This design comes from an exercise in tuning for small area on the open sky130 flow, not from production work.
In this exercise RTL edits were held to simulation tests only and were not proved equivalent to the original.
The clock port is modelled as an ideal driver; clocking choices that lean on that would not hold on a real chip.
No activity file was given, so power comes from the tool's default toggle rates.

### flow/config.mk
export PLATFORM = sky130hd
export DESIGN_NAME = uart_main
export DESIGN_NICKNAME = uart_main
export VERILOG_FILES = /design/flow/design.v
export SDC_FILE = /design/flow/constraint.sdc
export NUM_CORES = 4
export LEC_CHECK = 0
export CAP_MARGIN = 20
export CORE_MARGIN = 2
export CORE_UTILIZATION = 40
export SLEW_MARGIN = 20
export SYNTH_MEMORY_MAX_BITS = 4096
### flow/constraint.sdc
create_clock -name core_clock -period 10.0 [get_ports {sys_clk}]
set_input_delay 2.0000 -clock core_clock [delete_from_list [all_inputs] [get_ports {sys_clk}]]
set_output_delay 2.0000 -clock core_clock [all_outputs]
set_load 0.01 [all_outputs]
### flow/design.v
module chatter_button
(
        input       i_sys_clk,
        input       i_rst,
        input       i_key,
        output wire o_signal
);
reg PB_sync_0;
reg PB_sync_1;
reg PB_state;
localparam [12:0] INV = 13'h0AAA;
reg  [12:0] PB_cnt_q;
wire [12:0] PB_cnt = PB_cnt_q ^ INV;
wire PB_cnt_max = (PB_cnt == 13'h1BA4);
wire PB_clear = (PB_sync_1 == PB_state) || PB_cnt_max;
wire [12:0] PB_cnt_next = PB_clear ? 13'd0 : {PB_cnt[11:0], ~(PB_cnt[12] ^ PB_cnt[11])};
assign o_signal = PB_state;
always @(posedge i_sys_clk) PB_sync_0 <= i_rst ? 1'b0 : i_key;
always @(posedge i_sys_clk) PB_sync_1 <= i_rst ? 1'b0 : PB_sync_0;
always @(posedge i_sys_clk)
        PB_cnt_q <= PB_cnt_next ^ INV;
always @(posedge i_sys_clk)
begin
        if (i_rst)
                PB_state <= 1'b0;
        else if (PB_sync_1 != PB_state && PB_cnt_max)
                PB_state <= ~PB_state;
end
endmodule
module seven_seg
(
        input            i_sys_clk,
        input            i_rst,
        input [15:0]     i_digit,
        output wire [3:0] o_scathod,
        output reg [6:0] o_ssegment
);
localparam [12:0] INV = 13'h0AAA;
reg [12:0] lf_q;
wire [12:0] lf = lf_q ^ INV;
reg [1:0]  dsel;
reg        run;
wire       lf_end = (lf == 13'h1BA4);
wire [13:0] cnt = {dsel, 12'd0};
always @(posedge i_sys_clk)
begin
        if (i_rst)
        begin
                lf_q <= 13'h1BA4 ^ INV;
                dsel <= 2'd3;
                run  <= 1'b0;
        end
        else
        begin
                lf_q <= (lf_end ? 13'd0 : {lf[11:0], ~(lf[12] ^ lf[11])}) ^ INV;
                if (lf_end)
                        dsel <= dsel + 2'd1;
                run  <= 1'b1;
        end
end
assign o_scathod = {~run | (cnt[13:12] != 2'd0),
                    ~run | (cnt[13:12] != 2'd1),
                    ~run | (cnt[13:12] != 2'd2),
                    ~run | (cnt[13:12] != 2'd3)};
wire [3:0] out_seg = cnt[13] ? (cnt[12] ? i_digit[15:12] : i_digit[11:8])
                             : (cnt[12] ? i_digit[7:4]   : i_digit[3:0]);
always @(*)
begin
        case (out_seg)
        4'h0: o_ssegment = ~7'b0111111;
        4'h1: o_ssegment = ~7'b0000110;
        4'h2: o_ssegment = ~7'b1011011;
        4'h3: o_ssegment = ~7'b1001111;
        4'h4: o_ssegment = ~7'b1100110;
        4'h5: o_ssegment = ~7'b1101101;
        4'h6: o_ssegment = ~7'b1111101;
        4'h7: o_ssegment = ~7'b0000111;
        4'h8: o_ssegment = ~7'b1111111;
        4'h9: o_ssegment = ~7'b1101111;
        4'ha: o_ssegment = ~7'b1110111;
        4'hb: o_ssegment = ~7'b1111100;
        4'hc: o_ssegment = ~7'b0111001;
        4'hd: o_ssegment = ~7'b1011110;
        4'he: o_ssegment = ~7'b1111001;
        default: o_ssegment = ~7'b1110001;
        endcase
end
endmodule
module uart_main(
        input             sys_clk,
        input             rst,
        input [3:0]       key,
        input             UART_RX,
        input             SPI_MISO,
        output wire [3:0] scathod,
        output wire [6:0] ssegment,
        output wire [3:0] led,
        output wire       UART_TX,
        output wire       SPI_SCK,
        output wire       SPI_MOSI,
        output wire       SPI_SS
);
localparam P_CMD  = 5'd0;
localparam P_LEN  = 5'd1;
localparam P_AH   = 5'd2;
localparam P_AL   = 5'd3;
localparam P_PAY  = 5'd4;    
localparam P_CRC2 = 5'd5;
localparam R_CMD  = 5'd8;
localparam R_LEN  = 5'd9;
localparam R_AH   = 5'd10;
localparam R_AL   = 5'd11;
localparam R_DATA = 5'd12;
localparam R_CRCH = 5'd13;
localparam R_CRCL = 5'd14;
localparam R_ERR  = 5'd15;
localparam S_CMD  = 5'd16;   
localparam S_POLL = 5'd17;   
localparam S_SKIP = 5'd18;   
localparam S_DATA = 5'd19;   
reg  [4:0]  ph;
reg  [3:0]  cc;
reg  [3:0]  bc;
reg  [7:0]  sr;
reg  [15:0] crc;
reg  [7:0]  len;
reg  [7:0]  adr;
reg  [7:0]  i;
reg         rd, mem, cok, ahok;
reg         c0, inited;
reg         ss_n, sck, txr;
reg         rx0, rx1;
reg  [3:0]  led_r;
reg  [15:0] dig;
reg  [3:0]  sh_led;
reg  [7:0]  sh_dh, sh_dl;
wire [3:0] kst;
wire is_rx  = (ph[4:3] == 2'b00);
wire is_tx  = (ph[4:3] == 2'b01);
wire is_spi = ph[4];
wire [3:0] ccn = cc + 4'd1;
wire cc15 = (cc == 4'd15);
wire bc_idle = bc[3] & (bc[2:0] != 3'd0) & (bc[2:0] != 3'd7);
wire eq  = (i == len);
wire eqA = (i == adr);
wire [2:0] offs = {1'b0, adr[1:0]} + {1'b0, i[1:0]};
wire offv = ~|adr[7:2] & ~|i[7:2] & ~offs[2];
reg [7:0] regdata;
always @(*)
begin
        case (offs[1:0])
        2'd0: regdata = {4'b0, led_r};
        2'd1: regdata = dig[15:8];
        2'd2: regdata = dig[7:0];
        default: regdata = {4'b0, ~kst};
        endcase
        if (!offv)
                regdata = 8'h00;
end
wire crc_bad = |crc;
wire aok = ahok & ~&adr;
wire [7:0] errb = {6'b111111, crc_bad, ~crc_bad & aok};
wire [7:0] srr = {sr[0], sr[1], sr[2], sr[3], sr[4], sr[5], sr[6], sr[7]};
reg [7:0] txb;
always @(*)
begin
        case (ph[2:0])
        3'd0: txb = {rd, 6'b0, mem};
        3'd1: txb = len;
        3'd2: txb = 8'h49;
        3'd3: txb = adr;
        3'd4: txb = mem ? srr : regdata;
        3'd5: txb = crc[15:8];
        3'd6: txb = crc[7:0];
        default: txb = errb;
        endcase
end
wire [7:0] bsel = is_rx ? sr : txb;
wire [2:0] bidx = bc[3] ? ~cc[2:0] : bc[2:0];
wire bbit = bsel[bidx];
wire feed = ~cc[3] & bc[3] & (is_rx ? (bc[2:0] == 3'd0)
                                    : (bc[2:0] == 3'd7 && ph[2:0] <= 3'd4 && is_tx));
wire fb = bbit ^ crc[15];
reg [7:0] cmdb;
always @(*)
begin
        case (i[2:0])
        3'd0: cmdb = {3'b010, inited, 3'b000, c0 | inited};
        3'd5: cmdb = (c0 | inited) ? 8'hFF : 8'h95;
        default: cmdb = 8'h00;
        endcase
end
assign SPI_MOSI = (ph == S_CMD) ? cmdb[~bc[2:0]] : 1'b1;
assign SPI_SCK  = sck;
assign SPI_SS   = ss_n;
assign UART_TX  = txr;
assign led      = ~led_r;
wire rdv = cok & rd;    
always @(posedge sys_clk)
begin
        begin
                rx0 <= UART_RX;
                rx1 <= rx0;
                cc  <= ccn;
                sck <= is_spi & ~bc[3] & ccn[3];
                txr <= ~is_tx | (bc[3] ? (bc[2:0] != 3'd7) : bbit);
                if (cc == 4'd7 && !bc[3] && !is_tx)
                        sr <= {is_spi ? SPI_MISO : rx1, sr[7:1]};
                if (feed)
                        crc <= {crc[14:0], 1'b0} ^ (fb ? 16'h1021 : 16'h0000);
                if (is_rx)
                begin
                        if (bc_idle)
                        begin
                                if (!rx1)
                                begin
                                        bc <= 4'd15;
                                        cc <= 4'd0;
                                end
                        end
                        else if (bc == 4'd15 && cc == 4'd7 && rx1)
                                bc <= 4'd9;
                        else if (bc == 4'd8 && cc == 4'd8)
                        begin
                                bc <= 4'd9;
                                case (ph)
                                P_CMD:
                                begin
                                        rd  <= sr[7];
                                        mem <= sr[0];
                                        cok <= ~|sr[6:1];
                                        ph  <= P_LEN;
                                end
                                P_LEN:
                                begin
                                        len <= sr;
                                        ph  <= P_AH;
                                end
                                P_AH:
                                begin
                                        ahok <= (sr == 8'h49);
                                        ph   <= P_AL;
                                end
                                P_AL:
                                begin
                                        adr <= sr;
                                        i   <= 8'd0;
                                        ph  <= P_PAY;
                                end
                                P_PAY:
                                begin
                                        if (rdv || eq)
                                                ph <= P_CRC2;
                                        else
                                        begin
                                                if (offv && offs[1:0] == 2'd0)
                                                        sh_led <= sr[3:0];
                                                if (offv && offs[1:0] == 2'd1)
                                                        sh_dh <= sr;
                                                if (offv && offs[1:0] == 2'd2)
                                                        sh_dl <= sr;
                                                i <= i + 8'd1;
                                        end
                                end
                                default:  
                                begin
                                        if (!crc_bad && aok && cok)
                                        begin
                                                if (!rd && !mem && ~|adr[7:2])
                                                begin
                                                        if (adr[1:0] == 2'd0 && len != 8'd0)
                                                                led_r <= sh_led;
                                                        if ((adr[1:0] == 2'd0 && len > 8'd1) ||
                                                            (adr[1:0] == 2'd1 && len != 8'd0))
                                                                dig[15:8] <= sh_dh;
                                                        if ((adr[1:0] == 2'd0 && len > 8'd2) ||
                                                            (adr[1:0] == 2'd1 && len > 8'd1) ||
                                                            (adr[1:0] == 2'd2 && len != 8'd0))
                                                                dig[7:0] <= sh_dl;
                                                end
                                                crc <= 16'hFFFF;
                                                ph  <= R_CMD;
                                        end
                                        else
                                                ph <= R_ERR;
                                end
                                endcase
                        end
                        else if (cc15)
                                bc <= bc + 4'd1;
                end
                else if (cc15)
                begin
                        bc <= bc + 4'd1;
                        if (bc == 4'd14)
                        begin
                                if (ph == R_DATA && eq)
                                        ph <= R_CRCH;
                                if (ph == S_DATA)
                                begin
                                        if (eq)
                                        begin
                                                ss_n <= 1'b1;
                                                ph   <= R_CRCH;
                                        end
                                        else if (ss_n)
                                        begin
                                                ss_n <= 1'b0;
                                                ph   <= S_CMD;
                                                i    <= 8'd0;
                                        end
                                end
                        end
                        if (bc == 4'd8)
                        begin
                                case (ph)
                                R_CMD:  ph <= R_LEN;
                                R_LEN:  ph <= R_AH;
                                R_AH:   ph <= R_AL;
                                R_AL:   ph <= !rd ? R_CRCH : mem ? S_DATA : R_DATA;
                                R_DATA:
                                begin
                                        i  <= i + 8'd1;
                                        ph <= mem ? S_DATA : R_DATA;
                                end
                                R_CRCH: ph <= R_CRCL;
                                S_CMD:
                                begin
                                        i <= i + 8'd1;
                                        if (i[2:0] == 3'd5)
                                                ph <= S_POLL;
                                end
                                S_POLL:
                                begin
                                        if (inited)
                                        begin
                                                if (sr == 8'h7F)    
                                                begin
                                                        ph <= S_SKIP;
                                                        i  <= 8'd0;
                                                end
                                        end
                                        else if (!sr[0])            
                                        begin
                                                if (!c0)
                                                        c0 <= 1'b1;
                                                else if (sr == 8'h00)
                                                        inited <= 1'b1;
                                                ph <= S_CMD;
                                                i  <= 8'd0;
                                        end
                                end
                                S_SKIP:
                                begin
                                        if (eqA)
                                        begin
                                                ph <= R_DATA;
                                                i  <= 8'd0;
                                        end
                                        else
                                                i <= i + 8'd1;
                                end
                                S_DATA: ph <= R_DATA;
                                default:  
                                begin
                                        ph  <= P_CMD;
                                        crc <= 16'hFFFF;
                                end
                                endcase
                        end
                end
        end
        if (rst)
        begin
                ph     <= P_CMD;
                bc     <= 4'd9;
                crc    <= 16'hFFFF;
                c0     <= 1'b0;
                inited <= 1'b0;
                ss_n   <= 1'b1;
                sck    <= 1'b0;
                txr    <= 1'b1;
                rx0    <= 1'b1;
                rx1    <= 1'b1;
                led_r  <= 4'd0;
                dig    <= 16'd0;
        end
end
chatter_button key1(.i_sys_clk(sys_clk), .i_rst(rst), .i_key(key[0]), .o_signal(kst[0]));
chatter_button key2(.i_sys_clk(sys_clk), .i_rst(rst), .i_key(key[1]), .o_signal(kst[1]));
chatter_button key3(.i_sys_clk(sys_clk), .i_rst(rst), .i_key(key[2]), .o_signal(kst[2]));
chatter_button key4(.i_sys_clk(sys_clk), .i_rst(rst), .i_key(key[3]), .o_signal(kst[3]));
seven_seg digit_display(
        .i_sys_clk(sys_clk),
        .i_rst(rst),
        .i_digit(dig),
        .o_scathod(scathod),
        .o_ssegment(ssegment));
endmodule
### flow/flow/run.sh
#!/bin/bash
# Own layout flow: the standard ORFS flow (standard.sh) with four changes.
#  1. Synthesis is synth_recipe.tcl unchanged except that Yosys's abc call uses
#     flow/area.abc, an area-oriented logic mapping script, instead of ORFS's speed
#     script. Registers are mapped before abc, so they keep their names and cells.
#  2. CTS runs without dummy loads (-dont_use_dummy_load), with clkbuf_8 buffers.
#  3. Ports are buffered (as the standard flow does) with sky130_fd_sc_hd__buf_1.
#  4. No adder extraction before abc (ADDER_MAP_FILE empty): abc maps the adders
#     together with the rest of the logic.
# Each tool's output goes to the ORFS logs under orfs/logs; make's output to flow.log.
set -euo pipefail
W=$(pwd)
F=$W/flow
{
  printf 'proc abc {args} {\n'
  printf '  set i [lsearch $args -script]\n'
  printf '  set args [lreplace $args $i [expr {$i + 1}] -script %s]\n' "$F/area.abc"
  printf '  yosys abc {*}$args\n'
  printf '}\n'
  cat "$W/synth_recipe.tcl"
} > "$W/area_synth.tcl"
sed -e "s#$W/synth_recipe.tcl#$W/area_synth.tcl#g" -e 's#^make -C \(.*\) "\${@:-finish}"$#make -C \1 ADDER_MAP_FILE= "${@:-finish}"#' "$W/standard.sh" > "$W/area_standard.sh"
grep -q "ADDER_MAP_FILE= " "$W/area_standard.sh"
grep -q area_synth.tcl "$W/area_standard.sh"
export CTS_ARGS="-sink_clustering_enable -repair_clock_nets -dont_use_dummy_load -buf_list sky130_fd_sc_hd__clkbuf_8"
export BUFFER_PORTS_ARGS="-buffer_cell sky130_fd_sc_hd__buf_1"
bash "$W/area_standard.sh" > "$W/flow.log" 2>&1
### flow/flow/area.abc
strash; &get -n; &st; &deepsyn -J 20 -S 1; &dch -f; &nf -R 1000; &put
### flow/standard.sh
#!/bin/bash
# synth_recipe.tcl (not shown) runs the flow's synth.tcl, then flattens the netlist and writes it again
# the make line also repeats each setting of config.mk as NAME=value (left out here)
make -C /OpenROAD-flow-scripts/flow DESIGN_CONFIG=/design/flow/config.mk WORK_HOME=/design/flow/orfs CLKGATE_MAP_FILE= SYNTH_SCRIPT=/design/flow/synth_recipe.tcl "${@:-finish}"
==> run notes, run 1 <==
Post-CTS Hold Buffers=0; number of I/O port buffers=26; max cap viols=0; largest net degree at the start of global routing=42; postcts setup bufs=0; global routing's busiest layer=met2; Async SR Flop Fraction=0; CP Launch Type=register; Yosys top cell by area=dfxtp_1; first-pass detailed-route iteration total=5; Avg Cell Area, Syn=9.83 µm²; CTS root buf=clkbuf_8; antenna violations before repair=0; Post-synth top cells=dfxtp_1 (136), nor2_1 (101), nand2_1 (99); Starting Density=0.409; Hold Path Class=register to register; Gate Count Post-Synth=slightly below 800; most used flip-flop cell after synthesis=dfxtp_1; Slew headroom=0.301; die width=143 µm; LEAKAGE=about 2.8 nW; worst-case clock buffer depth=2; drt total wl=19100 µm; Tightest Pin Transition=about 1.0 ns; Worst-Skew Late Latency=between 0.4 and 0.5 ns; most common cell in the netlist=dfxtp_1; #FFs+latches synth=roughly 190; Place WS=about 5.5 ns; Peak supply drop=about 98 µV; row count=50; total CTS buffers=17; total track usage=0.195; crit end category=output pin; Nets=about 840; post-CTS sizing=0; CTS H-tree lvls=4; DIE AREA=0.0204 mm²; post-synth cell types=about 50; Pwr per Cell Area=between 150 and 200 mW/mm²; Synth Warn #=3; Die Ht=roughly 140 µm; Crit path arrival time=between 2 and 3 ns; status=no timing/DRC/antenna violations; IO Pins=27; number of global-route vias before repair=between 5000 and 6000; RSZ-0062 raised after global routing=false; grt ovf=0; clock sink count=192; Mapped Nets=about 800; Yosys top cell area share=0.353; Area growth syn-to-layout=9.29%; TritonCTS clock tree=yes; Slew Limit Fails=0; Residual DRC=0; Reg clk slew, reported paths=0.09 ns; gpl congestion=roughly 0.96; share of post-route cells with drive strength above 1=0.0312; HPWL after DPL=roughly 14000 µm; Crit Path Class=register to output pin; sequential area share after synthesis=0.572; GRT met2 Usage=0.302; Tcrit/Tclk final=0.496; drt initial violations=~500; via/cell ratio=around 5.6; TNS Setup=0 ns; Critical Path Fanout Max=11; Setup Skew=between 0.03 and 0.04 ns; Final Hold Vio Count=0; Fill cells=roughly 1900; Final ANT Viol Nets=0; vias post-DR=6080; number of diodes=0; worst endpoint required time=roughly 8.0 ns; fin crit period=about 5.0 ns; Post-Syn Area=just under 0.008 mm²; global-route wire length before repair=a little over 30000 µm; final worst slack=a little over 5 ns; synth top area cells=dfxtp_1 (35%), edfxtp_1 (22%), nor2_1 (4.9%); Avg WL per Cell=17.5 µm; Post-synth EDFFs=56; final setup violation count=0; M1 GR Usage=0.268; GR Util met3=0.0426; Core Area=0.0188 mm²; fmax=~200 MHz
[registers in the layout (all words and copies together) (netlist names), 2 cells and up]
register            count
crc                    16
adr                     8
digit_display.dsel      2
i                       8
sr                      8
digit_display.lf_q     13
sh_dh                   8
cc                      4
len                     8
dig                    16
bc                      4
led_r                   4
ph                      5
sh_led                  4
key4.PB_cnt_q          13
key3.PB_cnt_q          13
key2.PB_cnt_q          13
key1.PB_cnt_q          13
sh_dl                   8
[where the power goes]
group | switching (mW) | internal [mW]
combinational | 0.0668 | 0.0393
sequential | 0.0193 | 0.814
clock | 0.230 | 0.151
[critical path: stages, from the launching register on]
cell	delay (ns)
dfxtp_1	0.53
nor2b_1	0.39
clkinv_1	0.12
o22ai_1	0.15
a211o_1	0.21
nor2_1	0.10
nand3b_1	0.17
o21ai_0	0.13
nor2_1	0.09
nand2_1	0.08
nand3_1	0.08
o21ai_0	0.23
a21oi_1	0.10
buf_1	0.13
[cell families after synthesis]
group,after synthesis,synth area share
compound gates,169,0.149
xor+xnor,26,0.0296
buf+inv,24,0.0117
flops,192,0.572
mux,5,0.00650
simple gates,368,0.232
[final cells by class]
cell class              count  area [µm²]  area share
inverters                  24        90.1      0.0107
repair buffers             33         151      0.0180
clock buffers              17         234      0.0278
multi-input cells         568        3210       0.382
well taps                 260         325      0.0386
flip-flops and latches    192        4400       0.523
[final timing paths]
check / depth (start not counted) / to / from / slack (ns)
max: 13 / ssegment[2] / digit_display.dsel[0]$_SDFFE_PP1P_ / 5.04
min: 1 / key3.PB_cnt_q[3]$_DFF_P_ / key3.PB_cnt_q[2]$_SDFF_PP0_ / 0.38
max reg2reg: 12 / crc[5]$_SDFF_PP1_ / i[1]$_DFFE_PP_ / 5.55
min reg2reg: 1 / key3.PB_cnt_q[3]$_DFF_P_ / key3.PB_cnt_q[2]$_SDFF_PP0_ / 0.38
[through the flow]
step                power [mW]  std cells  utilization  area [µm²]  hold slack (ns)
detailed placement       0.956       1077        0.434        8180            0.362
global route              1.38       1094        0.447        8420            0.396
CTS                       1.33       1094        0.447        8410            0.382
floorplan                0.922        784            -        7700            0.353
finish                    1.32       1094        0.447        8420            0.379
global placement         0.955       1077        0.434        8180            0.362
[cell usage in the layout (no fill, tap or decap), types with 10 or more instances in the layout]
master	n
nand2_1	99
edfxtp_1	56
a21oi_1	34
clkinv_1	24
dfxtp_1	136
o21ai_0	42
o22a_1	13
nand4_1	10
nor2b_1	14
a22o_1	20
buf_1	25
clkbuf_8	17
and2_0	14
nand3_1	22
nor4_1	18
nor2_1	101
xor2_1	15
nand2b_1	13
nor3_1	33
xnor2_1	11
[routing by layer]
layer  wire length [µm]  part of all wire
met1               8950              0.47
met2               8560              0.45
met3               1070             0.056
met4                538             0.028
met5                  0                 0
==> run 2, diff against run 1 <==
--- a/flow/design.v
+++ b/flow/design.v
@@ -5,7 +5,6 @@
         input       i_key,
         output wire o_signal
 );
-reg PB_sync_0;
 reg PB_sync_1;
 reg PB_state;
 localparam [12:0] INV = 13'h0AAA;
@@ -15,8 +14,9 @@
 wire PB_clear = (PB_sync_1 == PB_state) || PB_cnt_max;
 wire [12:0] PB_cnt_next = PB_clear ? 13'd0 : {PB_cnt[11:0], ~(PB_cnt[12] ^ PB_cnt[11])};
 assign o_signal = PB_state;
-always @(posedge i_sys_clk) PB_sync_0 <= i_rst ? 1'b0 : i_key;
-always @(posedge i_sys_clk) PB_sync_1 <= i_rst ? 1'b0 : PB_sync_0;
+reg PB_sync_0_n;
+always @(posedge i_sys_clk) PB_sync_0_n <= ~(i_rst ? 1'b0 : i_key);
+always @(posedge i_sys_clk) PB_sync_1 <= i_rst ? 1'b0 : ~PB_sync_0_n;
 always @(posedge i_sys_clk)
         PB_cnt_q <= PB_cnt_next ^ INV;
 always @(posedge i_sys_clk)
@@ -129,7 +129,7 @@
 reg         rd, mem, cok, ahok;
 reg         c0, inited;
 reg         ss_n, sck, txr;
-reg         rx0, rx1;
+reg         rx0_n, rx1;    
 reg  [3:0]  led_r;
 reg  [15:0] dig;
 reg  [3:0]  sh_led;
@@ -199,8 +199,8 @@
 always @(posedge sys_clk)
 begin
         begin
-                rx0 <= UART_RX;
-                rx1 <= rx0;
+                rx0_n <= ~UART_RX;
+                rx1   <= ~rx0_n;
                 cc  <= ccn;
                 sck <= is_spi & ~bc[3] & ccn[3];
                 txr <= ~is_tx | (bc[3] ? (bc[2:0] != 3'd7) : bbit);
@@ -380,7 +380,7 @@
                 ss_n   <= 1'b1;
                 sck    <= 1'b0;
                 txr    <= 1'b1;
-                rx0    <= 1'b1;
+                rx0_n  <= 1'b0;
                 rx1    <= 1'b1;
                 led_r  <= 4'd0;
                 dig    <= 16'd0;
--- a/flow/config.mk
+++ b/flow/config.mk
@@ -7,6 +7,6 @@
 export LEC_CHECK = 0
 export CAP_MARGIN = 20
 export CORE_MARGIN = 2
-export CORE_UTILIZATION = 40
+export CORE_UTILIZATION = 60
 export SLEW_MARGIN = 20
 export SYNTH_MEMORY_MAX_BITS = 4096
==> run 2 against run 1 <==
Effect of this change:
- still clean
- register-to-register slack better by 0.48 ns
- maximum frequency shrank 1.5%
- first-iteration DRC count rose by 9.6%
- sequential power fell by 0.5%
- critical path depth decreased by 6
- non-clock buffer count down 4
- cell area down 1.7%
- synthesized area about the same
- worst hold slack got worse by 0.024 ns
- synthesized cell count fell by 0.77%
- largest cell class unchanged
- largest power group unchanged
- highest routed layer unchanged
==> run notes, run 2 <==
Worst-Skew Late Latency=0.46 ns (about the same); row count=41 (-18%); Residual DRC=0 (unchanged); vias post-DR=6294 (+3.5%); Yosys top cell area share=0.354 (about the same); Slew headroom=0.339 (+0.0385); Fill cells=1044 (-44%); number of I/O port buffers=26 (unchanged); Crit Path Class=register to output pin; post-CTS sizing=0 (unchanged); commonest non-fill, non-tap cell in the layout=dfxtp_1; Slowest Stage Delay on Critical Path=0.57 ns (+0.04 ns); Starting Density=0.612 (+0.203); IO Pins=27 (unchanged); Critical Path Fanout Max=13 (+2); Tcrit/Tclk final=0.503 (+0.00761); placed insts=979 (-9.1%); Yosys top cell by area=dfxtp_1; GRT met2 Usage=0.479 (+0.177); share of post-route cells with drive strength above 1=0.0255 (-0.00569); Synth Area in Adders=0 (unchanged); CP max-delay cell=dfxtp_1; compound-cell area share of the yosys netlist=0.161 (+0.0126); CTS H-tree lvls=4 (unchanged); R2R cell count=8 (-4); HPWL after DPL=13900 µm (+2.7%); final setup violation count=0 (unchanged); crit end category=output pin; CP Launch Type=register; number of diodes=0 (unchanged); xor/xnor cell area share of the yosys netlist=0.0284 (-0.00111); Crit path arrival time=3.03 ns (+0.07 ns); Final Hold Vio Count=0 (unchanged); hold worst-path end=key4.PB_sync_1$_SDFF_PP0_; Slew Limit Fails=0 (unchanged); Final ANT Viol Nets=0 (unchanged); RR Endpoint=crc[5]$_SDFF_PP1_; fin crit period=5.03 ns (+0.0761 ns); final non-filler cell area=0.00827 mm² (-1.7%); Async SR Flop Fraction=0 (unchanged); LEAKAGE=2.76 nW (-0.78%); Die Ht=117 µm (-18%); Largest regs=crc: 16 flops, dig: 16 flops; Hold Path Class=register to register; worst endpoint required time=8.00 ns (about the same); #FFs+latches synth=192 (unchanged); Avg WL per Cell=19.3 µm (+10%); Critical R2R Launch=ph[2]$_SDFFE_PP0P_; Post-Syn Area=0.00770 mm² (about the same); total CTS buffers=17 (unchanged); Synth Area in Simple Gates=0.218 (-0.0141); Hold Path Cell Cnt=1 (unchanged); post-route insts no fill=996 (-9.0%); Area growth syn-to-layout=7.48%; most used flip-flop cell after synthesis=dfxtp_1; TNS Setup=0 ns (unchanged); sequential area share after synthesis=0.572 (about the same); status=no timing/DRC/antenna violations; RSZ-0062 raised after global routing=false; hold_sp=key4.PB_sync_0_n$_DFF_P_; postcts setup bufs=0 (unchanged); CTS root buf=clkbuf_8; Synth Warn #=3 (unchanged); Pwr per Cell Area=156 mW/mm² (-0.60%); mux share of post-synthesis cell area=0.00666 (+0.000168); post-synth cell types=60 (+22%); Tightest Pin Transition=0.981 ns (-0.0601 ns); Core Area=0.0126 mm² (-33%); max cap viols=0 (unchanged); TritonCTS clock tree=yes; synth top area cells=dfxtp_1 (35%), edfxtp_1 (22%), nor2_1 (5.2%); worst-case clock buffer depth=2 (unchanged); GR Util met3=0.0572 (+0.0146); total track usage=0.288 (+0.0922); global-route wire length before repair=30100 µm (-2.8%); Post-CTS Hold Buffers=0 (unchanged); Setup Skew=0.0280 ns (-0.00681 ns); die width=117 µm (-18%); most frequent cells in the layout=dfxtp_1 (136), nor2_1 (106), nand2_1 (97), edfxtp_1 (56), a21oi_1 (37); Nets=834 (-1.2%); global routing's busiest layer=met2; Post-synth top cells=dfxtp_1 (136), nor2_1 (106), nand2_1 (97); DIE AREA=0.0138 mm² (-33%); flop-to-flop setup slack=6.03 ns (+0.48 ns); Peak supply drop=95.4 µV (-3.0%); Mapped Nets=786 (-0.76%); fmax=199 MHz (-1.5%); antenna violations before repair=0 (unchanged); placement-stage cell area=0.00803 mm² (-1.8%); CP top delay family=compound AO/OA/AOI/OAI gates; drt total wl=19200 µm (+0.57%); Post-synth EDFFs=56 (unchanged); gpl congestion=0.962 (about the same); first-pass detailed-route iteration total=5 (unchanged); most common cell in the netlist=dfxtp_1; Gate Count Post-Synth=778 (-0.77%); drt initial violations=549 (+9.6%); clock sink count=192 (unchanged); largest net degree at the start of global routing=31 (-26%); Reg clk slew, reported paths=0.09 ns (about the same); Avg Cell Area, Syn=9.89 µm² (+0.69%); via/cell ratio=6.32 (+14%); grt ovf=0 (unchanged); M1 GR Usage=0.373 (+0.106); largest family of logic cells by synthesized area=simple AND/OR/NAND/NOR gates; Buf/Inv on CP=1 (-1); number of global-route vias before repair=5925 (+2.7%); Cell Chain, Critical Path=nor2_1, a221o_1, a21oi_1, nand2_1, o311ai_0, o21ai_0, buf_1
-- run 2: cell types whose count changed after synthesis, moves of 5 or more --
| cell | change |
|---|---|
| a211oi_1 | -6 |
| and2_0 | -5 |
| and3_1 | +5 |
| nand2b_1 | -7 |
| nor2_1 | +5 |
| nor2b_1 | -7 |
| nor3_1 | -8 |
| nor3b_1 | -6 |
| o21ai_0 | -8 |
| o221ai_1 | +6 |
| o22ai_1 | +6 |
| xor2_1 | -5 |
-- run 2: layer usage --
metal  share of wire  vias up  wire length [µm]
met4           0.024        0               469
met5               0        -                 0
met3           0.072       46              1380
met1            0.43     2995              8210
li1                -     2979                 -
met2            0.48      274              9160
-- run 2: stage by stage --
| stage | setup slack, ns | hold WS [ns] | utilization | power (mW) |
|---|---|---|---|---|
| 6_report | 4.97 | 0.355 | 0.658 | 1.29 |
| 4_1_cts | 5.02 | 0.355 | 0.658 | 1.29 |
| 3_3_place_gp | 5.69 | 0.356 | 0.639 | 0.925 |
| 3_5_place_dp | 5.51 | 0.361 | 0.639 | 0.928 |
| 5_1_grt | 4.79 | 0.354 | 0.658 | 1.34 |
| 2_1_floorplan | 5.56 | 0.352 | - | 0.900 |
-- run 2: worst register-to-register path, delay by kind of cell, from the launching register on --
family | cells | cell delay, ns
compound gates | 4 | 1.10
buf+inv | 1 | 0.45
flops | 1 | 0.79
simple gates | 3 | 1.53
-- run 2: worst max path at each step --
stage                     slack, ns                               start  depth (start not counted)           to
final                          4.97  digit_display.dsel[0]$_SDFFE_PP1P_                          7  ssegment[4]
after floorplan                5.56  digit_display.dsel[0]$_SDFFE_PP1P_                          6  ssegment[4]
after global placement         5.69  digit_display.dsel[0]$_SDFFE_PP1P_                          7  ssegment[4]
after detailed placement       5.51  digit_display.dsel[0]$_SDFFE_PP1P_                          7  ssegment[4]
after CTS                      5.02  digit_display.dsel[0]$_SDFFE_PP1P_                          7  ssegment[4]
after global routing           4.79  digit_display.dsel[0]$_SDFFE_PP1P_                          7  ssegment[4]
-- run 2: cells by family after synthesis --
family                    after synthesis
and+or+nand+nor                       349
DFF                                   192
AOI/OAI and AO/OA                     179
buffers and inverters                  28
xor gates and xnor gates               25
muxes                                   5
-- run 2: final cells by class --
class	instances	area, µm²	area share
flip-flops and latches	192	4400	0.532
multi-input cells	558	3190	0.386
clock buffers	17	234	0.0283
well taps	172	215	0.0260
repair buffers	29	120	0.0145
inverters	28	105	0.0127
-- run 2: power breakdown --
group          internal (mW)  switching [mW]  leakage, nW  total, mW
Clock                  0.151           0.225        0.122      0.376
Combinational         0.0310          0.0532         1.03     0.0843
Sequential             0.811          0.0179         1.61      0.829
==> run 3, diff against run 2 <==
--- a/flow/design.v
+++ b/flow/design.v
@@ -127,7 +127,8 @@
 reg  [7:0]  adr;
 reg  [7:0]  i;
 reg         rd, mem, cok, ahok;
-reg         c0, inited;
+reg         inited;
+wire        c0 = i[7];   
 reg         ss_n, sck, txr;
 reg         rx0_n, rx1;    
 reg  [3:0]  led_r;
@@ -195,7 +196,7 @@
 assign SPI_SS   = ss_n;
 assign UART_TX  = txr;
 assign led      = ~led_r;
-wire rdv = cok & rd;    
+wire rdv = rd;          
 always @(posedge sys_clk)
 begin
         begin
@@ -226,7 +227,7 @@
                                 case (ph)
                                 P_CMD:
                                 begin
-                                        rd  <= sr[7];
+                                        rd  <= sr[7] & ~|sr[6:1];
                                         mem <= sr[0];
                                         cok <= ~|sr[6:1];
                                         ph  <= P_LEN;
@@ -342,12 +343,10 @@
                                         end
                                         else if (!sr[0])            
                                         begin
-                                                if (!c0)
-                                                        c0 <= 1'b1;
-                                                else if (sr == 8'h00)
+                                                if (c0 && sr == 8'h00)
                                                         inited <= 1'b1;
                                                 ph <= S_CMD;
-                                                i  <= 8'd0;
+                                                i  <= 8'h80;
                                         end
                                 end
                                 S_SKIP:
@@ -375,10 +374,8 @@
                 ph     <= P_CMD;
                 bc     <= 4'd9;
                 crc    <= 16'hFFFF;
-                c0     <= 1'b0;
                 inited <= 1'b0;
                 ss_n   <= 1'b1;
-                sck    <= 1'b0;
                 txr    <= 1'b1;
                 rx0_n  <= 1'b0;
                 rx1    <= 1'b1;
--- a/flow/flow/run.sh
+++ b/flow/flow/run.sh
@@ -1,5 +1,5 @@
 #!/bin/bash
-# Own layout flow: the standard ORFS flow (standard.sh) with four changes.
+# Own layout flow: the standard ORFS flow (standard.sh) with five changes.
 #  1. Synthesis is synth_recipe.tcl unchanged except that Yosys's abc call uses
 #     flow/area.abc, an area-oriented logic mapping script, instead of ORFS's speed
 #     script. Registers are mapped before abc, so they keep their names and cells.
@@ -7,6 +7,9 @@
 #  3. Ports are buffered (as the standard flow does) with sky130_fd_sc_hd__buf_1.
 #  4. No adder extraction before abc (ADDER_MAP_FILE empty): abc maps the adders
 #     together with the rest of the logic.
+#  5. After CTS, flow/leafsize.tcl downsizes clock buffers (smallest fanout first)
+#     as long as every flip-flop clock pin keeps a slew of at most 115 ps
+#     (placement parasitics); the flow then goes on from the resized CTS result.
 # Each tool's output goes to the ORFS logs under orfs/logs; make's output to flow.log.
 set -euo pipefail
 W=$(pwd)
@@ -24,4 +27,9 @@
 grep -q area_synth.tcl "$W/area_standard.sh"
 export CTS_ARGS="-sink_clustering_enable -repair_clock_nets -dont_use_dummy_load -buf_list sky130_fd_sc_hd__clkbuf_8"
 export BUFFER_PORTS_ARGS="-buffer_cell sky130_fd_sc_hd__buf_1"
+bash "$W/area_standard.sh" cts > "$W/flow_to_cts.log" 2>&1
+R=$W/orfs/results/sky130hd/uart_main/base
+CTS_RESULTS=$R openroad -no_init -no_splash -exit "$F/leafsize.tcl" > "$W/leafsize.log" 2>&1
+cp "$R/4_1_cts.odb" "$R/4_cts.odb"
+touch "$R/4_cts.sdc"
 bash "$W/area_standard.sh" > "$W/flow.log" 2>&1
==> flow/flow/area.abc (replaced) <==
strash; &get -n; &st; &deepsyn -I 5 -J 20 -S 1; &dch -f; &nf -R 1000; &put
==> flow/flow/leafsize.tcl (new file) <==
# Downsize clock-tree buffers after CTS while every flip-flop clock pin keeps a slew
# (placement parasitics) at or below SLEW_CAP. Reads and rewrites the CTS result.
set P $::env(FLOW_HOME)/platforms/sky130hd
set R $::env(CTS_RESULTS)
read_lef $P/lef/sky130_fd_sc_hd.tlef
read_lef $P/lef/sky130_fd_sc_hd_merged.lef
read_liberty $P/lib/sky130_fd_sc_hd__tt_025C_1v80.lib
read_db $R/4_1_cts.odb
read_sdc $R/4_cts.sdc
source $P/setRC.tcl
set slew_cap 0.115
proc worst_ck {} {
  estimate_parasitics -placement
  set worst 0
  foreach p [get_pins -hierarchical */CLK] {
    set s [get_property $p slew_max]
    if {$s > $worst} {set worst $s}
  }
  return $worst
}
set w0 [worst_ck]
puts "leafsize: start worst clock-pin slew $w0"
set cands {}
foreach inst [get_cells clkbuf_*_sys_clk] {
  set out [get_pins -of_objects $inst -filter "direction==output"]
  set n [llength [get_pins -of_objects [get_nets -of_objects $out] -filter "direction==input"]]
  lappend cands [list $n [get_full_name $inst]]
}
set cands [lsort -integer -index 0 $cands]
set saved 0
foreach c $cands {
  set name [lindex $c 1]
  set inst [get_cells $name]
  set orig [get_property $inst ref_name]
  foreach size {sky130_fd_sc_hd__clkbuf_2 sky130_fd_sc_hd__clkbuf_4} {
    if {$size eq $orig} break
    replace_cell $inst $size
    set w [worst_ck]
    if {$w <= $slew_cap} {
      puts "leafsize: $name fanout [lindex $c 0] $orig -> $size (worst $w)"
      break
    }
    replace_cell $inst $orig
  }
}
puts "leafsize: end worst clock-pin slew [worst_ck]"
report_design_area
write_db $R/4_1_cts.odb
--- a/flow/config.mk
+++ b/flow/config.mk
@@ -7,6 +7,6 @@
 export LEC_CHECK = 0
 export CAP_MARGIN = 20
 export CORE_MARGIN = 2
-export CORE_UTILIZATION = 60
+export CORE_UTILIZATION = 75
 export SLEW_MARGIN = 20
 export SYNTH_MEMORY_MAX_BITS = 4096
==> run 3 against run 2 <==
Effect of this change:
- critical path depth rose by 1
- sequential share of layout area up 0.65 points
- clock-buffer cell count is the same
- register-to-register slack worse by 0.04 ns
- core utilization rose by 17 points
- via count is 2.3% higher
- synthesized cell count is 0.39% higher
- cell area decreased by 1.7%
- wire length up 1.5%
- critical endpoint is now ssegment[1]
==> run notes, run 3 <==
Critical Path Fanout Max=13 (unchanged); Post-synth EDFFs=56 (unchanged); via/cell ratio=6.71 (+6.2%); final worst slack=5.42 ns (+0.455 ns); Post-Syn Area=0.00767 mm² (-0.33%); global-route wire length before repair=31100 µm (+3.3%); Hold Path Class=register to register; postcts setup bufs=0 (unchanged); Largest regs=crc: 16 flops, dig: 16 flops; Slowest Stage Delay on Critical Path=0.55 ns (-0.02 ns); clock network power share=0.270 (-0.022); CP Launch Type=register; CTS root buf=clkbuf_8; Place WS=5.98 ns (+0.469 ns); Peak supply drop=124 µV (+30%); Core Area=0.00986 mm² (-22%); number of I/O port buffers=26 (unchanged); TritonCTS clock tree=yes; worst-case clock buffer depth=2 (unchanged); largest family of logic cells by synthesized area=simple AND/OR/NAND/NOR gates; Synth Warn #=3 (unchanged); most frequent cells in the layout=dfxtp_1 (135), nor2_1 (118), nand2_1 (108), edfxtp_1 (56), o21ai_0 (33); post-synth cell types=47 (-22%); Synth Area in Adders=0 (unchanged); Yosys top cell by area=dfxtp_1; Area growth syn-to-layout=6.03%; Cell Chain, Critical Path=nor2_1, a222oi_1, nand2_1, nand2b_1, o22ai_1, nand2b_1, o22ai_1, buf_1; Async SR Flop Fraction=0 (unchanged); worst endpoint required time=8.00 ns (about the same); CTS H-tree lvls=4 (unchanged); Final ANT Viol Nets=0 (unchanged); final non-filler cell area=0.00814 mm² (-1.7%); LEAKAGE=2.74 nW (-0.66%); first-pass detailed-route iteration total=6 (+1); crit end category=output pin; fmax=218 MHz (+9.9%); share of post-route cells with drive strength above 1=0.0230 (-0.00248); DR top layer=met4; Seq pwr share=0.661 (+0.018); fin crit period=4.58 ns (-0.455 ns); grt ovf=0 (unchanged); antenna violations before repair=0 (unchanged); clock sink count=191 (-0.52%); Tightest Pin Transition=1.06 ns (+0.0820 ns); Nets=836 (+0.24%); placement-stage cell area=0.00795 mm² (-1.0%); Die Ht=105 µm (-10%); met1 WL=7290 µm (-11%); Worst-Skew Late Latency=0.46 ns (about the same); synth top area cells=dfxtp_1 (35%), edfxtp_1 (22%), nor2_1 (5.8%); mux share of post-synthesis cell area=0.00946 (+0.00279); Starting Density=0.778 (+0.165); Post-CTS Hold Buffers=0 (unchanged); Crit Path Class=register to output pin; total CTS buffers=17 (unchanged); Final Hold Vio Count=0 (unchanged); DIE AREA=0.0111 mm² (-20%); IO Pins=27 (unchanged); Post-synth top cells=dfxtp_1 (135), nor2_1 (118), nand2_1 (108); switching share of power=0.232 (+0.00224); sequential area share after synthesis=0.571 (-0.000743); Avg Cell Area, Syn=9.82 µm² (-0.71%); Slew Limit Fails=0 (unchanged); Synth Area in Simple Gates=0.240 (+0.0224); post-CTS sizing=0 (unchanged); status=no timing/DRC/antenna violations; drt total wl=19500 µm (+1.5%); vias post-DR=6438 (+2.3%); most common cell in the netlist=dfxtp_1; design internal power=0.951 mW (-4.1%); combinational power share=0.068 (+0.003); xor/xnor cell area share of the yosys netlist=0.0320 (+0.00352); sw power=0.288 mW (-2.9%); HPWL after DPL=14100 µm (+1.8%); row count=36 (-12%); total track usage=0.364 (+0.0767); TNS Setup=0 ns (unchanged); Met2 Wirelength=9620 µm (+4.9%); CP max-delay cell=dfxtp_1; Residual DRC=0 (unchanged); Yosys top cell area share=0.352 (-0.00146); max cap viols=0 (unchanged); metal3 WL=1860 µm (+36%); Setup Skew=0.0329 ns (+0.00493 ns); number of diodes=0 (unchanged); die width=105 µm (-10%); Hold Path Cell Cnt=1 (unchanged); Crit path arrival time=2.58 ns (-0.45 ns); #FFs+latches synth=191 (-0.52%); commonest non-fill, non-tap cell in the layout=dfxtp_1; final setup violation count=0 (unchanged); number of global-route vias before repair=6092 (+2.8%); compound-cell area share of the yosys netlist=0.141 (-0.0207); drt initial violations=836 (+52%); Reg clk slew, reported paths=0.10 ns (about the same); Gate Count Post-Synth=781 (+0.39%); gpl congestion=1.01 (+5.4%); R2R cell count=14 (+6); RSZ-0062 raised after global routing=false; most used flip-flop cell after synthesis=dfxtp_1; largest net degree at the start of global routing=26 (-16%); Slew headroom=0.290 (-0.0493); Avg WL per Cell=20.3 µm (+5.4%); Mapped Nets=789 (+0.38%); Tcrit/Tclk final=0.458 (-0.0455); Pwr per Cell Area=152 mW/mm² (-2.2%)
-- run 3: changes by cell type after synthesis, moves of 6 or more --
cell,before,now
a21oi_1,37,27
and3_1,12,4
clkinv_1,28,13
nand2_1,97,108
nand2b_1,6,16
nand4_1,6,13
nor2_1,106,118
o22ai_1,12,6
-- run 3: power by group through the flow --
stage                     combinational (mW)  sequential [mW]  clock [mW]
after floorplan                       0.0564            0.833           0
after global placement                0.0772            0.836           0
after detailed placement              0.0806            0.837           0
after CTS                             0.0814            0.819       0.373
after global routing                  0.0906            0.822       0.364
final                                 0.0847            0.820       0.335
-- run 3: per-stage QoR --
stage | power [mW] | cells | util | hold WS (ns)
3_5_place_dp | 0.917 | 942 | 0.806 | 0.360
2_1_floorplan | 0.890 | 781 | - | 0.352
5_1_grt | 1.28 | 959 | 0.825 | 0.393
4_1_cts | 1.27 | 959 | 0.830 | 0.380
6_report | 1.24 | 959 | 0.825 | 0.382
3_3_place_gp | 0.913 | 942 | 0.806 | 0.358
-- run 3: cell families (layout without fill, tap and decap cells) --
family | after synthesis | in the layout
AO/OA/AOI/OAI | 155 | 155
flip-flops | 191 | 191
AND/OR/NAND/NOR | 387 | 387
buffers and inverters | 13 | 58
multiplexers | 7 | 7
XOR/XNOR | 28 | 28
-- run 3: cell type report --
| type | count | area, µm² |
|---|---|---|
| Clock buffer | 17 | 184 |
| Fill cell | 543 | 1730 |
| Inverter | 13 | 48.8 |
| Multi-Input combinational cell | 577 | 3240 |
| Sequential cell | 191 | 4380 |
| Tap cell | 133 | 166 |
| Timing Repair Buffer | 28 | 113 |
-- run 3: worst max-delay path, delay by kind of cell (launching register included) --
kind / cells / cell delay, ns
buf+inv: 1 / 0.18
simple gates: 4 / 0.68
flops: 1 / 0.55
compound gates: 3 / 0.71
-- run 3: path summary, 6_finish.rpt --
| check | slack, ns | startpoint | endpoint |
|---|---|---|---|
| worst min register to register | 0.38 | key3.PB_sync_0_n$_DFF_P_ | key3.PB_sync_1$_SDFF_PP0_ |
| worst max register to register | 5.99 | i[1]$_DFFE_PP_ | crc[5]$_SDFF_PP1_ |
| worst min-delay path | 0.38 | key3.PB_sync_0_n$_DFF_P_ | key3.PB_sync_1$_SDFF_PP0_ |
| worst max-delay path | 5.42 | digit_display.dsel[0]$_SDFFE_PP1P_ | ssegment[1] |
-- run 3: per-layer routing --
metal,GRT usage,up-vias
li1,-,2962
met1,0.450,3011
met2,0.606,394
met3,0.0848,71
met4,0.170,0
met5,0,-
==> run 4, diff against run 3 <==
--- a/flow/config.mk
+++ b/flow/config.mk
@@ -7,6 +7,6 @@
 export LEC_CHECK = 0
 export CAP_MARGIN = 20
 export CORE_MARGIN = 2
-export CORE_UTILIZATION = 75
+export CORE_UTILIZATION = 60
 export SLEW_MARGIN = 20
 export SYNTH_MEMORY_MAX_BITS = 4096
==> run 4 against run 3 <==
Effect of this change:
- worst setup slack lost 0.067 ns
- total power about the same
- still clean on timing, DRC and antenna
- cell count grew 4.2%
==> run notes, run 4 <==
design internal power=0.950 mW (-0.19%); fmax=215 MHz (-1.4%); hold worst-path end=rx1$_SDFF_PP1_; Slew headroom=0.328 (+0.0387); Post-synth top cells=dfxtp_1 (135), nor2_1 (118), nand2_1 (108); Fill cells=1048 (+93%); CTS root buf=clkbuf_8; sw power=0.289 mW (+0.27%); worst endpoint required time=8.00 ns (about the same); synth top area cells=dfxtp_1 (35%), edfxtp_1 (22%), nor2_1 (5.8%); Avg Cell Area, Syn=9.82 µm² (unchanged); most used flip-flop cell after synthesis=dfxtp_1; Gate Count Post-Synth=781 (unchanged); CP Launch Type=register; Hold Path Class=register to register; Starting Density=0.610 (-0.167); combinational power share=0.068 (about the same); row count=41 (+14%); Crit path arrival time=2.64 ns (+0.06 ns); max cap viols=0 (unchanged); Tightest Pin Transition=0.998 ns (-0.0649 ns); clock sink count=191 (unchanged); Crit Path Class=register to output pin; postcts setup bufs=0 (unchanged); Nets=836 (unchanged); Worst-Skew Late Latency=0.58 ns (+0.12 ns); HPWL after DPL=13800 µm (-2.6%); CTS H-tree lvls=4 (unchanged); DR top layer=met4; Critical R2R Launch=i[1]$_DFFE_PP_; Residual DRC=0 (unchanged); number of I/O port buffers=26 (unchanged); Seq pwr share=0.662 (about the same); Mapped Nets=789 (unchanged); Final ANT Viol Nets=0 (unchanged); Peak supply drop=120 µV (-3.8%); RR Endpoint=crc[5]$_SDFF_PP1_; Post-Syn Area=0.00767 mm² (unchanged); fin crit period=4.64 ns (+0.0667 ns); Largest regs=crc: 16 flops, dig: 16 flops; Async SR Flop Fraction=0 (unchanged); commonest non-fill, non-tap cell in the layout=dfxtp_1; total track usage=0.286 (-0.0784); status=no timing/DRC/antenna violations; Hold Path Cell Cnt=1 (unchanged); LEAKAGE=2.74 nW (about the same); DIE AREA=0.0137 mm² (+24%); number of global-route vias before repair=5662 (-7.1%); R2R cell count=15 (+1); Synth Warn #=3 (unchanged); Post-synth EDFFs=56 (unchanged); Met2 Wirelength=8680 µm (-9.7%); #FFs+latches synth=191 (unchanged); clock network power share=0.271 (about the same); Die Ht=117 µm (+11%); final setup violation count=0 (unchanged); most common cell in the netlist=dfxtp_1; drt total wl=18800 µm (-3.5%); flop-to-flop setup slack=6.05 ns (+0.06 ns); Setup Skew=0.0382 ns (+0.00529 ns); first-pass detailed-route iteration total=6 (unchanged); Reg clk slew, reported paths=0.11 ns (about the same); Final Hold Vio Count=0 (unchanged); post-route insts no fill=999 (+4.2%); total CTS buffers=17 (unchanged); via/cell ratio=6.18 (-7.9%); Core Area=0.0126 mm² (+27%); RSZ-0062 raised after global routing=false; gpl congestion=1.02 (+0.87%); TNS Setup=0 ns (unchanged); crit end category=output pin; Post-CTS Hold Buffers=0 (unchanged); TritonCTS clock tree=yes; post-synth cell types=47 (unchanged); worst-case clock buffer depth=2 (unchanged); placement-stage cell area=0.00800 mm² (+0.61%); Tcrit/Tclk final=0.464 (+0.00667); met1 WL=8050 µm (+10%); metal3 WL=1420 µm (-24%); Critical Path Fanout Max=13 (unchanged); Yosys top cell by area=dfxtp_1; grt ovf=0 (unchanged); die width=117 µm (+11%); hold_sp=rx0_n$_SDFF_PP0_; antenna violations before repair=0 (unchanged); IO Pins=27 (unchanged); global-route wire length before repair=29500 µm (-5.1%); Avg WL per Cell=18.8 µm (-7.3%); Pwr per Cell Area=151 mW/mm² (-0.71%); Slew Limit Fails=0 (unchanged); Area growth syn-to-layout=6.70%; drt initial violations=856 (+2.4%); vias post-DR=6177 (-4.1%); final non-filler cell area=0.00819 mm² (+0.63%); sequential area share after synthesis=0.571 (unchanged); most frequent cells in the layout=dfxtp_1 (135), nor2_1 (118), nand2_1 (108), edfxtp_1 (56), o21ai_0 (33); post-CTS sizing=0 (unchanged); Yosys top cell area share=0.352 (unchanged); switching share of power=0.233 (+0.000815); largest net degree at the start of global routing=26 (unchanged); share of post-route cells with drive strength above 1=0.0230 (unchanged); placed insts=981 (+4.1%)
## run 4: how the worst max path moves through the flow
stage	start	end	slack, ns	cells past startpoint
2_1_floorplan	digit_display.dsel[0]$_SDFFE_PP1P_	ssegment[1]	6.25	7
4_1_cts	digit_display.dsel[0]$_SDFFE_PP1P_	ssegment[4]	5.48	9
6_report	digit_display.dsel[0]$_SDFFE_PP1P_	ssegment[4]	5.36	9
3_3_place_gp	digit_display.dsel[0]$_SDFFE_PP1P_	ssegment[1]	6.14	8
5_1_grt	digit_display.dsel[0]$_SDFFE_PP1P_	ssegment[4]	5.07	9
3_5_place_dp	digit_display.dsel[0]$_SDFFE_PP1P_	ssegment[4]	5.99	9
## run 4: power groups by stage
stage	clock (mW)	sequential [mW]	combinational [mW]
global placement	0	0.836	0.0787
detailed placement	0	0.837	0.0808
floorplan	0	0.833	0.0564
global route	0.373	0.822	0.0904
finish	0.335	0.819	0.0838
CTS	0.382	0.819	0.0811
## run 4: cells by family (layout without fill, tap and decap cells)
| kind of cell | after synthesis | after routing | synth area share |
|---|---|---|---|
| AND/OR/NAND/NOR | 387 | 387 | 0.240 |
| flip-flops | 191 | 191 | 0.571 |
| AO/OA/AOI/OAI | 155 | 155 | 0.141 |
| XOR/XNOR | 28 | 28 | 0.0320 |
| buffers and inverters | 13 | 58 | 0.00636 |
| multiplexers | 7 | 7 | 0.00946 |
| other | 0 | 1 | 0 |
## run 4: area by class of cell
cell class | count | area (µm²) | share of cell area
diodes | 1 | 2.50 | 0.000306
inverters | 13 | 48.8 | 0.00596
flip-flops and latches | 191 | 4380 | 0.536
well taps | 172 | 215 | 0.0263
multi-input cells | 577 | 3240 | 0.396
repair buffers | 28 | 113 | 0.0138
clock buffers | 17 | 184 | 0.0225
## run 4: stage by stage
stage | hold WS [ns] | util | setup WS, ns | total power, mW
floorplan | 0.352 | - | 6.25 | 0.890
global placement | 0.359 | 0.637 | 6.14 | 0.915
detailed placement | 0.364 | 0.637 | 5.99 | 0.918
CTS | 0.364 | 0.655 | 5.48 | 1.28
global route | 0.394 | 0.651 | 5.07 | 1.29
finish | 0.382 | 0.651 | 5.36 | 1.24
## run 4: worst max-delay path, stage by stage, from the launching register on
cell	delay, ns
dfxtp_1	0.58
nor2_1	0.15
a222oi_1	0.46
nand2_1	0.20
nand2b_1	0.13
nand2b_1	0.17
nand2_1	0.07
nand2_1	0.10
nand3_1	0.09
buf_1	0.13
## run 4: metal layers
metal,global-route usage,vias to the layer above
li1,-,2960
met1,0.382,2872
met2,0.461,290
met3,0.0608,55
met4,0.109,0
met5,0,-
==> run 5, diff against run 4 <==
--- a/flow/design.v
+++ b/flow/design.v
@@ -170,14 +170,15 @@
         3'd1: txb = len;
         3'd2: txb = 8'h49;
         3'd3: txb = adr;
-        3'd4: txb = mem ? srr : regdata;
+        3'd4: txb = regdata;
         3'd5: txb = crc[15:8];
         3'd6: txb = crc[7:0];
         default: txb = errb;
         endcase
 end
-wire [7:0] bsel = is_rx ? sr : txb;
-wire [2:0] bidx = bc[3] ? ~cc[2:0] : bc[2:0];
+wire use_sr = is_rx | (ph[2:0] == 3'd4 && mem);
+wire [7:0] bsel = use_sr ? srr : txb;
+wire [2:0] bidx = bc[3] ? (is_rx ? cc[2:0] : ~cc[2:0]) : bc[2:0];
 wire bbit = bsel[bidx];
 wire feed = ~cc[3] & bc[3] & (is_rx ? (bc[2:0] == 3'd0)
                                     : (bc[2:0] == 3'd7 && ph[2:0] <= 3'd4 && is_tx));
==> run 5 against run 4 <==
Effect of this change:
- core utilization rose by 0.17 points
- global-route usage fell by 0.76 points
- non-clock buffer count rose by 1
- clock power fell by 1%
- combinational power rose by 2.5%
- sequential cell count did not move
- total power barely moved
- worst hold slack got worse by 0.022 ns
- maximum frequency fell by 10%
- sequential power barely moved
- critical path type unchanged
- critical endpoint is now ssegment[3]
==> run notes, run 5 <==
LEAKAGE=2.76 nW (+0.69%); Gate Count Post-Synth=770 (-1.4%); Tightest Pin Transition=0.939 ns (-0.0594 ns); max cap viols=0 (unchanged); crit end category=output pin; Slowest Stage Delay on Critical Path=0.52 ns (-0.06 ns); CP max-delay cell=dfxtp_1; total track usage=0.278 (-0.00763); Post-Syn Area=0.00766 mm² (-0.20%); Yosys top cell by area=dfxtp_1; Starting Density=0.612 (+0.00130); synth top area cells=dfxtp_1 (35%), edfxtp_1 (22%), nand2_1 (5.0%); total CTS buffers=17 (unchanged); Crit Path Class=register to output pin; Worst-Skew Late Latency=0.46 ns (-0.12 ns); #FFs+latches synth=191 (unchanged); number of global-route vias before repair=5660 (-0.035%); Post-CTS Hold Buffers=0 (unchanged); Hold Path Class=register to register; share of post-route cells with drive strength above 1=0.0245 (+0.00151); hold slack=0.360 ns (-0.0217 ns); worst endpoint required time=8.00 ns (about the same); grt ovf=0 (unchanged); antenna violations before repair=0 (unchanged); Worst Setup SP=digit_display.dsel[0]$_SDFFE_PP1P_; worst-case clock buffer depth=2 (unchanged); gpl congestion=1.01 (-1.0%); drt total wl=18400 µm (-2.4%); most common cell in the netlist=dfxtp_1; Slew Limit Fails=0 (unchanged); Slew headroom=0.368 (+0.0400); fin crit period=5.16 ns (+0.517 ns); row count=41 (unchanged); vias post-DR=6162 (-0.24%); IO Pins=27 (unchanged); Core Area=0.0125 mm² (-0.41%); commonest non-fill, non-tap cell in the layout=dfxtp_1; Async SR Flop Fraction=0 (unchanged); post-synth cell types=54 (+15%); post-layout util=0.653 (+0.00167); Reg clk slew, reported paths=0.11 ns (about the same); sequential area share after synthesis=0.573 (+0.00112); Cell Chain, Critical Path=nor2b_1, a222oi_1, nand2_1, clkinv_1, nor3_1, a21o_1, nor2_1, nand2_1, nand2_1, a21oi_1, nor2_1, nor2_1, nand2_1, buf_1; fmax=194 MHz (-10%); first-pass detailed-route iteration total=6 (unchanged); number of I/O port buffers=26 (unchanged); Nets=826 (-1.2%); Area growth syn-to-layout=6.75% (about the same); Post-synth top cells=dfxtp_1 (135), nand2_1 (103), nor2_1 (103); most frequent cells in the layout=dfxtp_1 (135), nand2_1 (103), nor2_1 (103), edfxtp_1 (56), a21oi_1 (43); RSZ-0062 raised after global routing=false; final setup violation count=0 (unchanged); Final Hold Vio Count=0 (unchanged); DIE AREA=0.0137 mm² (-0.19%); Peak supply drop=101 µV (-16%); CP Launch Type=register; Final ANT Viol Nets=0 (unchanged); Synth Warn #=3 (unchanged); final non-filler cell area=0.00817 mm² (-0.15%); Post-synth EDFFs=56 (unchanged); Die Ht=117 µm (about the same); number of diodes=0 (-1); Pwr per Cell Area=151 mW/mm² (about the same); Tcrit/Tclk final=0.516 (+0.0517); via/cell ratio=6.24 (+0.87%); TNS Setup=0 ns (unchanged); postcts setup bufs=0 (unchanged); Yosys top cell area share=0.353 (+0.000691); die width=117 µm (about the same); CTS H-tree lvls=4 (unchanged); post-CTS sizing=0 (unchanged); hold_sp=key1.PB_sync_0_n$_DFF_P_; Residual DRC=0 (unchanged); most used flip-flop cell after synthesis=dfxtp_1; cell mode on critical path=nand2_1; Largest regs=crc: 16 flops, dig: 16 flops; status=no timing/DRC/antenna violations; CTS root buf=clkbuf_8; drt initial violations=710 (-17%); Critical Path Fanout Max=10 (-3); Mapped Nets=778 (-1.4%); Setup Skew=0.0370 ns (-0.00125 ns); placement-stage cell area=0.00799 mm² (about the same); HPWL after DPL=13400 µm (-3.1%); TritonCTS clock tree=yes; largest net degree at the start of global routing=33 (+27%); Avg Cell Area, Syn=9.94 µm² (+1.2%); Avg WL per Cell=18.6 µm (-1.4%); Crit path arrival time=3.16 ns (+0.52 ns); global-route wire length before repair=28900 µm (-2.0%); Critical R2R Launch=i[1]$_DFFE_PP_; clock sink count=191 (unchanged)
==> run 5: changes by cell type in the layout (fill, tap and decap cells not counted), sizes merged, moves of 8 or more <==
cell and change:
and3 +9, nand2b -10, nand4 -8, a21oi +16, nor2 -15
==> run 5: final timing paths <==
| check | end | slack (ns) | depth (start not counted) |
|---|---|---|---|
| setup reg to reg | crc[12]$_SDFF_PP1_ | 6.18 | 14 |
| hold reg to reg | key1.PB_sync_1$_SDFF_PP0_ | 0.36 | 1 |
| setup / recovery | ssegment[3] | 4.84 | 14 |
| hold / removal | key1.PB_sync_1$_SDFF_PP0_ | 0.36 | 1 |
==> run 5: stage by stage <==
stage	total power, mW	cells	setup WS, ns
after global placement	0.921	971	5.75
after detailed placement	0.923	971	5.45
after floorplan	0.895	770	5.77
final	1.24	988	4.84
after global routing	1.28	988	4.46
after CTS	1.28	988	4.95
==> run 5: kinds of logic (layout without fill, tap and decap cells) <==
group / Yosys count / in the layout / synth area share
flip-flops: 191 / 191 / 0.573
buffers and inverters: 18 / 64 / 0.00882
AND/OR/NAND/NOR: 353 / 353 / 0.221
multiplexers: 8 / 8 / 0.0106
XOR/XNOR: 27 / 27 / 0.0309
AO/OA/AOI/OAI: 173 / 173 / 0.157
==> run 5: layout make-up <==
| class | instances | area, µm² |
|---|---|---|
| sequential | 191 | 4380 |
| tap | 172 | 215 |
| fill | 1045 | 4340 |
| inverter | 18 | 67.6 |
| multi-input combinational | 561 | 3210 |
| timing repair buffer | 29 | 120 |
| clock buffer | 17 | 181 |
==> run 5: report_power, final <==
part / total (mW) / switching [mW] / internal [mW]
clock: 0.330 / 0.214 / 0.115
combinational: 0.0859 / 0.0536 / 0.0323
sequential: 0.822 / 0.0170 / 0.805
==> run 5: critical path: cells and delay by family (launching register included) <==
| kind | cells | cell delay, ns |
|---|---|---|
| AOI/OAI and AO/OA | 3 | 0.55 |
| and+or+nand+nor | 9 | 1.37 |
| DFF | 1 | 0.52 |
| buffers and inverters | 2 | 0.25 |
==> run 5: layer usage <==
metal | wire length [µm] | vias to the layer above | global-route usage
li1 | - | 2941 | -
met1 | 8140 | 2900 | 0.378
met2 | 8530 | 270 | 0.437
met3 | 1120 | 51 | 0.0556
met4 | 580 | 0 | 0.121
met5 | 0 | - | 0
==> run 6, diff against run 5 <==
--- a/flow/design.v
+++ b/flow/design.v
@@ -131,7 +131,8 @@
 wire        c0 = i[7];   
 reg         ss_n, sck, txr;
 reg         rx0_n, rx1;    
-reg  [3:0]  led_r;
+reg  [3:0]  led_n;    
+wire [3:0]  led_r = ~led_n;
 reg  [15:0] dig;
 reg  [3:0]  sh_led;
 reg  [7:0]  sh_dh, sh_dl;
@@ -196,7 +197,7 @@
 assign SPI_SCK  = sck;
 assign SPI_SS   = ss_n;
 assign UART_TX  = txr;
-assign led      = ~led_r;
+assign led      = led_n;
 wire rdv = rd;          
 always @(posedge sys_clk)
 begin
@@ -271,7 +272,7 @@
                                                 if (!rd && !mem && ~|adr[7:2])
                                                 begin
                                                         if (adr[1:0] == 2'd0 && len != 8'd0)
-                                                                led_r <= sh_led;
+                                                                led_n <= ~sh_led;
                                                         if ((adr[1:0] == 2'd0 && len > 8'd1) ||
                                                             (adr[1:0] == 2'd1 && len != 8'd0))
                                                                 dig[15:8] <= sh_dh;
@@ -380,7 +381,7 @@
                 txr    <= 1'b1;
                 rx0_n  <= 1'b0;
                 rx1    <= 1'b1;
-                led_r  <= 4'd0;
+                led_n  <= 4'hF;
                 dig    <= 16'd0;
         end
 end
==> run 6 against run 5 <==
Effect of this change:
- core utilization decreased by 0.32 points
- via count is 0.26% lower
- wire length rose by 0.41%
- maximum frequency rose by 9.4%
- worst setup slack improved by 0.44 ns
- die area down 0.71%
- cell count fell by 1.0%
- synthesized cell count down 1.6%
- clock skew rose by 0.011 ns
- sequential share of layout area rose by 0.26 points
- critical path type unchanged
- largest power group unchanged
==> run notes, run 6 <==
CP top delay family=compound AO/OA/AOI/OAI gates; Crit Path Class=register to output pin; postcts setup bufs=0 (unchanged); Mapped Nets=766 (-1.5%); commonest non-fill, non-tap cell in the layout=dfxtp_1; LEAKAGE=2.73 nW (-1.2%); Avg Cell Area, Syn=10.0 µm² (+0.84%); final non-filler cell area=0.00813 mm² (-0.49%); worst endpoint required time=8.00 ns (about the same); placement-stage cell area=0.00794 mm² (-0.61%); Synth Area in Simple Gates=0.224 (+0.00295); grt ovf=0 (unchanged); Setup Skew=0.0476 ns (+0.0107 ns); Final ANT Viol Nets=0 (unchanged); Hold Path Class=register to register; status=no timing/DRC/antenna violations; Residual DRC=0 (unchanged); post-route insts no fill=978 (-1.0%); Critical Path Fanout Max=10 (unchanged); Yosys top cell area share=0.356 (+0.00261); total track usage=0.280 (+0.00210); largest family of logic cells by synthesized area=simple AND/OR/NAND/NOR gates; Worst-Skew Late Latency=0.58 ns (+0.12 ns); compound-cell area share of the yosys netlist=0.145 (-0.0112); RSZ-0062 raised after global routing=false; Area growth syn-to-layout=7.01%; Slew headroom=0.387 (+0.0186); xor/xnor cell area share of the yosys netlist=0.0346 (+0.00369); vias post-DR=6146 (-0.26%); IO Pins=27 (unchanged); most frequent cells in the layout=dfxtp_1 (135), nand2_1 (101), nor2_1 (97), edfxtp_1 (56), a21oi_1 (39); worst-case clock buffer depth=2 (unchanged); Seq pwr share=0.651 (-0.013); TritonCTS clock tree=yes; CP Launch Type=register; final worst slack=5.28 ns (+0.444 ns); Synth Warn #=3 (unchanged); largest net degree at the start of global routing=31 (-6.1%); switching share of power=0.238 (+0.00770); placed insts=960 (-1.1%); Reg clk slew, reported paths=0.11 ns (about the same); Avg WL per Cell=18.9 µm (+1.4%); Place WS=5.57 ns (+0.113 ns); total CTS buffers=17 (unchanged); HPWL after DPL=13500 µm (+1.2%); share of post-route cells with drive strength above 1=0.0273 (+0.00282); Tightest Pin Transition=0.916 ns (-0.0224 ns); post-CTS sizing=0 (unchanged); mux share of post-synthesis cell area=0.0138 (+0.00321); Starting Density=0.607 (-0.00450); crit end category=output pin; Post-synth top cells=dfxtp_1 (135), nand2_1 (101), nor2_1 (97); Buf/Inv on CP=1 (-1); clock network power share=0.262 (-0.004); most common cell in the netlist=dfxtp_1; max cap viols=0 (unchanged); design internal power=0.966 mW (+1.4%); Pwr per Cell Area=156 mW/mm² (+2.9%); Slew Limit Fails=0 (unchanged); CTS H-tree lvls=4 (unchanged); #FFs+latches synth=191 (unchanged); Final Hold Vio Count=0 (unchanged); via/cell ratio=6.28 (+0.76%); antenna violations before repair=0 (unchanged); Crit path arrival time=2.72 ns (-0.44 ns); Post-Syn Area=0.00760 mm² (-0.74%); fin crit period=4.72 ns (-0.444 ns); Slowest Stage Delay on Critical Path=0.54 ns (+0.02 ns); fmax=212 MHz (+9.4%); Post-CTS Hold Buffers=0 (unchanged); number of global-route vias before repair=5706 (+0.81%)
==> run 6: path summary, 6_finish.rpt <==
kind                                      start                               end  slack (ns)  cells after the start
max          digit_display.dsel[0]$_SDFFE_PP1P_                       ssegment[1]        5.28                      8
min reg2reg    digit_display.lf_q[3]$_SDFF_PP1_  digit_display.lf_q[4]$_SDFF_PP0_        0.37                      1
min            digit_display.lf_q[3]$_SDFF_PP1_  digit_display.lf_q[4]$_SDFF_PP0_        0.37                      1
max reg2reg                  ph[2]$_SDFFE_PP0P_                crc[12]$_SDFF_PP1_        5.95                     13
==> run 6: final cells by class <==
cell class	instances	area, µm²
Fill cell	1098	4380
Tap cell	172	215
Timing Repair Buffer	30	128
Multi-Input combinational cell	555	3170
Inverter	12	45.0
Sequential cell	191	4380
Clock buffer	17	188
Antenna cell	1	2.50
==> run 6: power by group through the flow <==
stage	clock (mW)	combinational (mW)	sequential (mW)
3_5_place_dp	0	0.107	0.843
5_1_grt	0.373	0.121	0.828
4_1_cts	0.377	0.108	0.825
3_3_place_gp	0	0.105	0.842
6_report	0.332	0.111	0.825
2_1_floorplan	0	0.0779	0.837
==> run 6: cells by family (layout without fill, tap and decap cells) <==
| kind of cell | after synthesis | after routing |
|---|---|---|
| AND/OR/NAND/NOR | 353 | 353 |
| buffers and inverters | 12 | 59 |
| other | 0 | 1 |
| multiplexers | 9 | 9 |
| AO/OA/AOI/OAI | 163 | 163 |
| flip-flops | 191 | 191 |
| XOR/XNOR | 30 | 30 |
==> run 6: worst register-to-register path: cells and delay by family (launching register included) <==
kind	cells	cell delay, ns
AOI/OAI and AO/OA	8	1.52
and+or+nand+nor	3	0.93
DFF	1	0.82
buffers and inverters	1	0.46
xor gates and xnor gates	1	0.22
==> run 6: stage by stage <==
stage               utilization  total power [mW]  hold WS, ns
CTS                       0.653              1.31        0.361
finish                    0.650              1.27        0.367
detailed placement        0.635             0.949        0.362
global placement          0.635             0.947        0.360
floorplan                     -             0.915        0.352
global route              0.650              1.32        0.387
==> run 6: layer usage <==
layer / vias to the layer above / global-route usage / share of wire
met5: - / 0 / 0
met4: 0 / 0.125 / 0.035
met3: 60 / 0.0555 / 0.067
met2: 255 / 0.443 / 0.46
met1: 2931 / 0.377 / 0.44
li1: 2900 / - / -

Setup slack of run 6, layout unchanged: 5.283 ns with ideal ports, 5.245 ns with driving cells assumed (clock clkbuf_16, inputs buf_2), 5.540 ns with port delays also shifted by the 0.598 ns mid clock arrival.
